What follows belongs to an exercise in optimizing a design on an open flow for small area, a short achievable clock period and few clock cycles; a production flow would make more cautious choices. Where RTL was checked, it was by simulation tests only, not by an equivalence proof against the original. No activity file was given, so power comes from the tool's default toggle rates.

## MU0
module MU0 ( Addr, Dout, Halted, Rd, Wr, cc, fetch, regC, Clk, Din,
     Reset, srcC );
clock: 10.0 ns
lec_check: 0
cap_margin: 20
core_margin: 2
core_utilization: 70
slew_margin: 20
standard.sh (not shown) runs the stock make flow with config.mk's settings and CLKGATE_MAP_FILE= SYNTH_SCRIPT=/design/flow/synth_recipe.tcl, a recipe that flattens the netlist after the stock synthesis.
==> flow/flow/run.sh <==
#!/bin/bash
# Standard ORFS layout in two parts. Between placement and clock tree
# synthesis, flow/size_io.tcl sizes the port buffers on the paths from the
# inputs straight to the outputs (srcC to regC, Reset and Din to the bus
# controls). Ports are buffered with buf_1 first; timing repair then aims
# at a 5 ns setup margin.
set -euo pipefail
K=("SETUP_SLACK_MARGIN=5.3" "BUFFER_PORTS_ARGS=-buffer_cell sky130_fd_sc_hd__buf_1" "CTS_ARGS=-sink_clustering_enable -repair_clock_nets -dont_use_dummy_load -buf_list sky130_fd_sc_hd__clkbuf_16 -root_buf sky130_fd_sc_hd__clkbuf_16")
bash standard.sh "${K[@]}" place > standard_place.log 2>&1
openroad -no_init -exit flow/size_io.tcl > size_io.log 2>&1
bash standard.sh "${K[@]}" finish > standard_finish.log 2>&1
==> flow/flow/size_io.tcl <==
set ::sizes {regC* sky130_fd_sc_hd__buf_2 Halted sky130_fd_sc_hd__buf_2 Rd sky130_fd_sc_hd__buf_2 fetch sky130_fd_sc_hd__buf_2 srcC* sky130_fd_sc_hd__buf_4}
# Resize the port buffers of the input-to-output paths in the placed design,
# then legalise the placement again.
set p $::env(FLOW_HOME)/platforms/$::env(FLOW_PLATFORM)
set r orfs/results/$::env(FLOW_PLATFORM)/MU0/base
read_lef $p/lef/sky130_fd_sc_hd.tlef
read_lef $p/lef/sky130_fd_sc_hd_merged.lef
read_liberty $p/lib/sky130_fd_sc_hd__tt_025C_1v80.lib
read_db $r/3_place.odb
read_sdc $r/3_place.sdc
source $p/setRC.tcl
estimate_parasitics -placement
report_checks -path_delay max -group_path_count 5 -format end
# the buffer on a port: the cell its net drives (input) or is driven by (output)
proc size_port {pattern cell} {
  set block [ord::get_db_block]
  foreach bt [$block getBTerms] {
    set name [$bt getName]
    if {![string match $pattern $name]} continue
    set want [expr {[$bt getIoType] eq "OUTPUT" ? "OUTPUT" : "INPUT"}]
    foreach it [[$bt getNet] getITerms] {
      if {[$it getIoType] ne $want} continue
      set inst [[$it getInst] getName]
      puts "$name: $inst [[[$it getInst] getMaster] getName] -> $cell"
      replace_cell [get_cells $inst] $cell
    }
  }
}
foreach {port cell} $::sizes { size_port $port $cell }
estimate_parasitics -placement
report_checks -path_delay max -group_path_count 5 -format end
report_checks -path_delay max
detailed_placement
check_placement -verbose
write_db $r/3_place.odb
==> next run, changes <==
--- a/flow/flow/run.sh
+++ b/flow/flow/run.sh
@@ -6,5 +6,5 @@
 # at a 5 ns setup margin.
 set -euo pipefail
-K=("SETUP_SLACK_MARGIN=5.3" "BUFFER_PORTS_ARGS=-buffer_cell sky130_fd_sc_hd__buf_1" "CTS_ARGS=-sink_clustering_enable -repair_clock_nets -dont_use_dummy_load -buf_list sky130_fd_sc_hd__clkbuf_16 -root_buf sky130_fd_sc_hd__clkbuf_16")
+K=("SETUP_SLACK_MARGIN=5" "BUFFER_PORTS_ARGS=-buffer_cell sky130_fd_sc_hd__buf_1" "CTS_ARGS=-sink_clustering_enable -repair_clock_nets -dont_use_dummy_load")
 bash standard.sh "${K[@]}" place > standard_place.log 2>&1
 openroad -no_init -exit flow/size_io.tcl > size_io.log 2>&1
Effect: The new run ran to the end with no violations; synthesized cell count stays the same; global-route usage came out lower by 3.6 points; synthesized area stays the same.
==> next run, changes <==
--- a/flow/flow/run.sh
+++ b/flow/flow/run.sh
@@ -6,5 +6,5 @@
 # at a 5 ns setup margin.
 set -euo pipefail
-K=("SETUP_SLACK_MARGIN=5" "BUFFER_PORTS_ARGS=-buffer_cell sky130_fd_sc_hd__buf_1" "CTS_ARGS=-sink_clustering_enable -repair_clock_nets -dont_use_dummy_load")
+K=("SETUP_SLACK_MARGIN=5.3" "BUFFER_PORTS_ARGS=-buffer_cell sky130_fd_sc_hd__buf_1" "CTS_ARGS=-sink_clustering_enable -repair_clock_nets -dont_use_dummy_load")
 bash standard.sh "${K[@]}" place > standard_place.log 2>&1
 openroad -no_init -exit flow/size_io.tcl > size_io.log 2>&1
=> The new run finished with timing, DRC and antenna clean; die area stays the same; routed wire length goes up by about 1.5%; power goes up by 2.0%; clock skew goes up by 0.0073 ns; utilization goes up by 2.2 points; critical path depth goes down by 11; hold slack got worse by 0.029 ns; cell area goes up by 2.6%; count of clock-buffer cells in the layout does not change; cell count is unchanged; flip-flop and latch count does not change.
==> next run, changes <==
--- a/flow/flow/run.sh
+++ b/flow/flow/run.sh
@@ -6,5 +6,5 @@
 # at a 5 ns setup margin.
 set -euo pipefail
-K=("SETUP_SLACK_MARGIN=5.3" "BUFFER_PORTS_ARGS=-buffer_cell sky130_fd_sc_hd__buf_1" "CTS_ARGS=-sink_clustering_enable -repair_clock_nets -dont_use_dummy_load")
+K=("SETUP_SLACK_MARGIN=5.6" "BUFFER_PORTS_ARGS=-buffer_cell sky130_fd_sc_hd__buf_1" "CTS_ARGS=-sink_clustering_enable -repair_clock_nets -dont_use_dummy_load")
 bash standard.sh "${K[@]}" place > standard_place.log 2>&1
 openroad -no_init -exit flow/size_io.tcl > size_io.log 2>&1
Result: Now the flow aborted during global routing (5_1_grt). Area after synthesis does not change. Synthesized cell count does not change.
No run of this note included a check of the RTL's function; only the layout flow was run.

build 76:
Another version of the RTL of MU0 (not shown whole).
For scale: about 390 cells after synthesis, roughly 44 flip-flops.
==> flow/design.v (excerpt) <==
module MU0 ( Addr, Dout, Halted, Rd, Wr, cc, fetch, regC, Clk, Din,
     Reset, srcC );
clock: 10.0 ns
lec_check: 0
cap_margin: 20
core_margin: 2
core_utilization: 40
setup_slack_margin: 5
slew_margin: 20
run.sh (not shown) runs the stock make flow with config.mk's settings and CLKGATE_MAP_FILE= SYNTH_SCRIPT=/design/flow/synth_recipe.tcl, a recipe that flattens the netlist after the stock synthesis.
Stock flow here: none of the scripts above is used.
Testbench counts of build 76, summed over its fixed seeds: cycles 63,547.
> inputs changed (build 76 -> build 31)
# build 76
export LEC_CHECK = 0
export CAP_MARGIN = 20
export CORE_MARGIN = 2
export CORE_UTILIZATION = 40
export SETUP_SLACK_MARGIN = 5
export SLEW_MARGIN = 20
create_clock -name core_clock -period 10.0 [get_ports {Clk}]
# build 31
export LEC_CHECK = 0
export CAP_MARGIN = 20
export CORE_MARGIN = 2
export CORE_UTILIZATION = 40
export SLEW_MARGIN = 20
create_clock -name core_clock -period 10.0 [get_ports {Clk}]
==> flow/flow/run.sh (new file) <==
#!/bin/bash
set -euo pipefail
bash standard.sh "SETUP_SLACK_MARGIN=5" "BUFFER_PORTS_ARGS=-buffer_cell sky130_fd_sc_hd__buf_1" finish > standard.log 2>&1
==> flow/standard.sh (new file) <==
#!/bin/bash
# synth_recipe.tcl (not shown) runs the flow's synth.tcl, then flattens the netlist and writes it again
# the make line also repeats each setting of config.mk as NAME=value (left out here)
make -C /OpenROAD-flow-scripts/flow DESIGN_CONFIG=/design/flow/config.mk WORK_HOME=/design/flow/orfs CLKGATE_MAP_FILE= SYNTH_SCRIPT=/design/flow/synth_recipe.tcl "${@:-finish}"
removed: flow/run.sh
==> run summary <==
Build 76 was carried through to the last stage, and its layout satisfied the timing, design-rule and antenna checks. Build 31 reached the end of the flow, and the finished layout is clean on the timing, design-rule and antenna checks. Build 76 → build 31: post-detailed-placement half-perimeter wirelength now sits lower; final cycle utilization of the critical path has decreased; number of diodes added for antenna fixing comparable; total buffers and inverters traversed by the critical path did not really move.
Input-level comparison between build 45 and build 31:
# build 31
export LEC_CHECK = 0
export CAP_MARGIN = 20
export CORE_MARGIN = 2
export CORE_UTILIZATION = 40
export SLEW_MARGIN = 20
create_clock -name core_clock -period 10.0 [get_ports {Clk}]
# build 45
export LEC_CHECK = 0
export ABC_AREA = 1
export CAP_MARGIN = 20
export CORE_MARGIN = 2
export CORE_UTILIZATION = 60
export SETUP_SLACK_MARGIN = 5
export SLEW_MARGIN = 20
create_clock -name core_clock -period 10.0 [get_ports {Clk}]
==> flow/run.sh (new file) <==
#!/bin/bash
# synth_recipe.tcl (not shown) runs the flow's synth.tcl, then flattens the netlist and writes it again
# the make line also repeats each setting of config.mk as NAME=value (left out here)
make -C /OpenROAD-flow-scripts/flow DESIGN_CONFIG=/design/flow/config.mk WORK_HOME=/design/flow/orfs CLKGATE_MAP_FILE= SYNTH_SCRIPT=/design/flow/synth_recipe.tcl finish
removed: flow/flow/run.sh
removed: flow/standard.sh
[summary]
Going from build 31 to build 45, delay contributed by the slowest stage of the critical path rose by 0.04 ns, data arrival at the endpoint of the critical path saw an increase, worst hold slack essentially unchanged, post-synthesis to final-layout area growth saw an increase, sequential share of layout area went down by 5.0 points.
simple AND/OR/NAND/NOR gates as the largest family of logic cells by synthesized area was reported by build 45, and compound AO/OA/AOI/OAI gates by build 31.
Diff build 31 -> build 45: non-clock buffer count now larger; width of the die now smaller; final instance area shows an increase of 21%; clock power fell by about 6%; number of non-clock inverters went up.
Build 31 ended up with sky130_fd_sc_hd__buf_1 as its slowest cell on the critical path; build 45 ended up with sky130_fd_sc_hd__dlygate4sd2_1.
Of the two values seen for launching instance or port of the critical path, Din[14] was produced by build 31 and srcC[0] by build 45.
Between build 31 and build 45, clock skew increased.
Setup changes, build 45 to build 94
# build 45
export LEC_CHECK = 0
export ABC_AREA = 1
export CAP_MARGIN = 20
export CORE_MARGIN = 2
export CORE_UTILIZATION = 60
export SETUP_SLACK_MARGIN = 5
export SLEW_MARGIN = 20
create_clock -name core_clock -period 10.0 [get_ports {Clk}]
# build 94
export LEC_CHECK = 0
export CAP_MARGIN = 20
export CORE_MARGIN = 2
export CORE_UTILIZATION = 40
export SLEW_MARGIN = 20
create_clock -name core_clock -period 10.0 [get_ports {Clk}]
## What came out
Build 94: final period demand of the worst path is 1.01 ns higher than what build 45 reported. The setup slack of build 94 is smaller than that of build 45. Going from build 45 to build 94, count of non-CTS inverters in the layout has decreased; non-clock buffer count went down. Against build 45, routed wire length in build 94 came out better. Compare build 45 and build 94 | layout-stage area growth over the synthesis result higher: build 94. Every stage of the flow completed for build 94, and the final layout passed the timing, design-rule and antenna checks.
What build 58 does differently from build 94 at the input level:
==> flow/flow/run.sh (new file) <==
#!/bin/bash
set -euo pipefail
bash standard.sh "SETUP_SLACK_MARGIN=6" "BUFFER_PORTS_ARGS=-buffer_cell sky130_fd_sc_hd__buf_1" finish > standard.log 2>&1
==> flow/standard.sh (new file) <==
#!/bin/bash
# synth_recipe.tcl (not shown) runs the flow's synth.tcl, then flattens the netlist and writes it again
# the make line also repeats each setting of config.mk as NAME=value (left out here)
make -C /OpenROAD-flow-scripts/flow DESIGN_CONFIG=/design/flow/config.mk WORK_HOME=/design/flow/orfs CLKGATE_MAP_FILE= SYNTH_SCRIPT=/design/flow/synth_recipe.tcl "${@:-finish}"
removed: flow/run.sh
[summary]
Every run (build 58 and build 94) finished clean.
Of build 58 and build 94, it is build 58 that has the higher signed area change from the synthesized netlist to the final layout.
Build 58 and build 94 ended up with nearly the same total chip power.
In build 58 the wire length on met3 turned out 21% lower than in build 94.

==> separate check: timing with driven ports <==
Ports are ideal in the flow. The routed layouts listed here were re-timed in OpenROAD.
Step 1 sets driving cells, clkbuf_16 on the clock port and buf_2 on the other inputs (assumed; they add their load-dependent delay and slew).
Step 2 times the ports against the registers' clock, not the clock port: input delays grow and output delays shrink by t, the midpoint of the rising clock arrivals with the driver on.
Three values: no drivers, after step 1, after step 2; two values: the first two.
run | t (ns) | setup WS [ns] | worst slew at a driven data input, ns
the first run of note 1 | 0.314 | 5.336 / 5.281 / 5.146 | 0.05
the second run of note 1 | 0.314 | 5.215 / 5.189 / 4.897 | 0.04
the third run of note 1 | 0.319 | 5.334 / 5.267 / 5.126 | 0.06
build 76 | 0.329 | 5.062 / 5.038 / 5.038 | 0.05
build 31 | 0.336 | 5.128 / 5.106 / 5.106 | 0.03
build 45 | 0.329 | 4.997 / 4.972 / 4.972 | 0.04
build 94 | 0.330 | 3.985 / 3.956 / 3.956 | 0.03
build 58 | 0.324 | 5.327 / 5.282 / 5.282 | 0.08
After both steps every run listed still meets setup and hold. For the second run of note 1, which loses most, drivers alone change the setup slack by -0.026 ns; drivers and shift together by -0.318 ns.
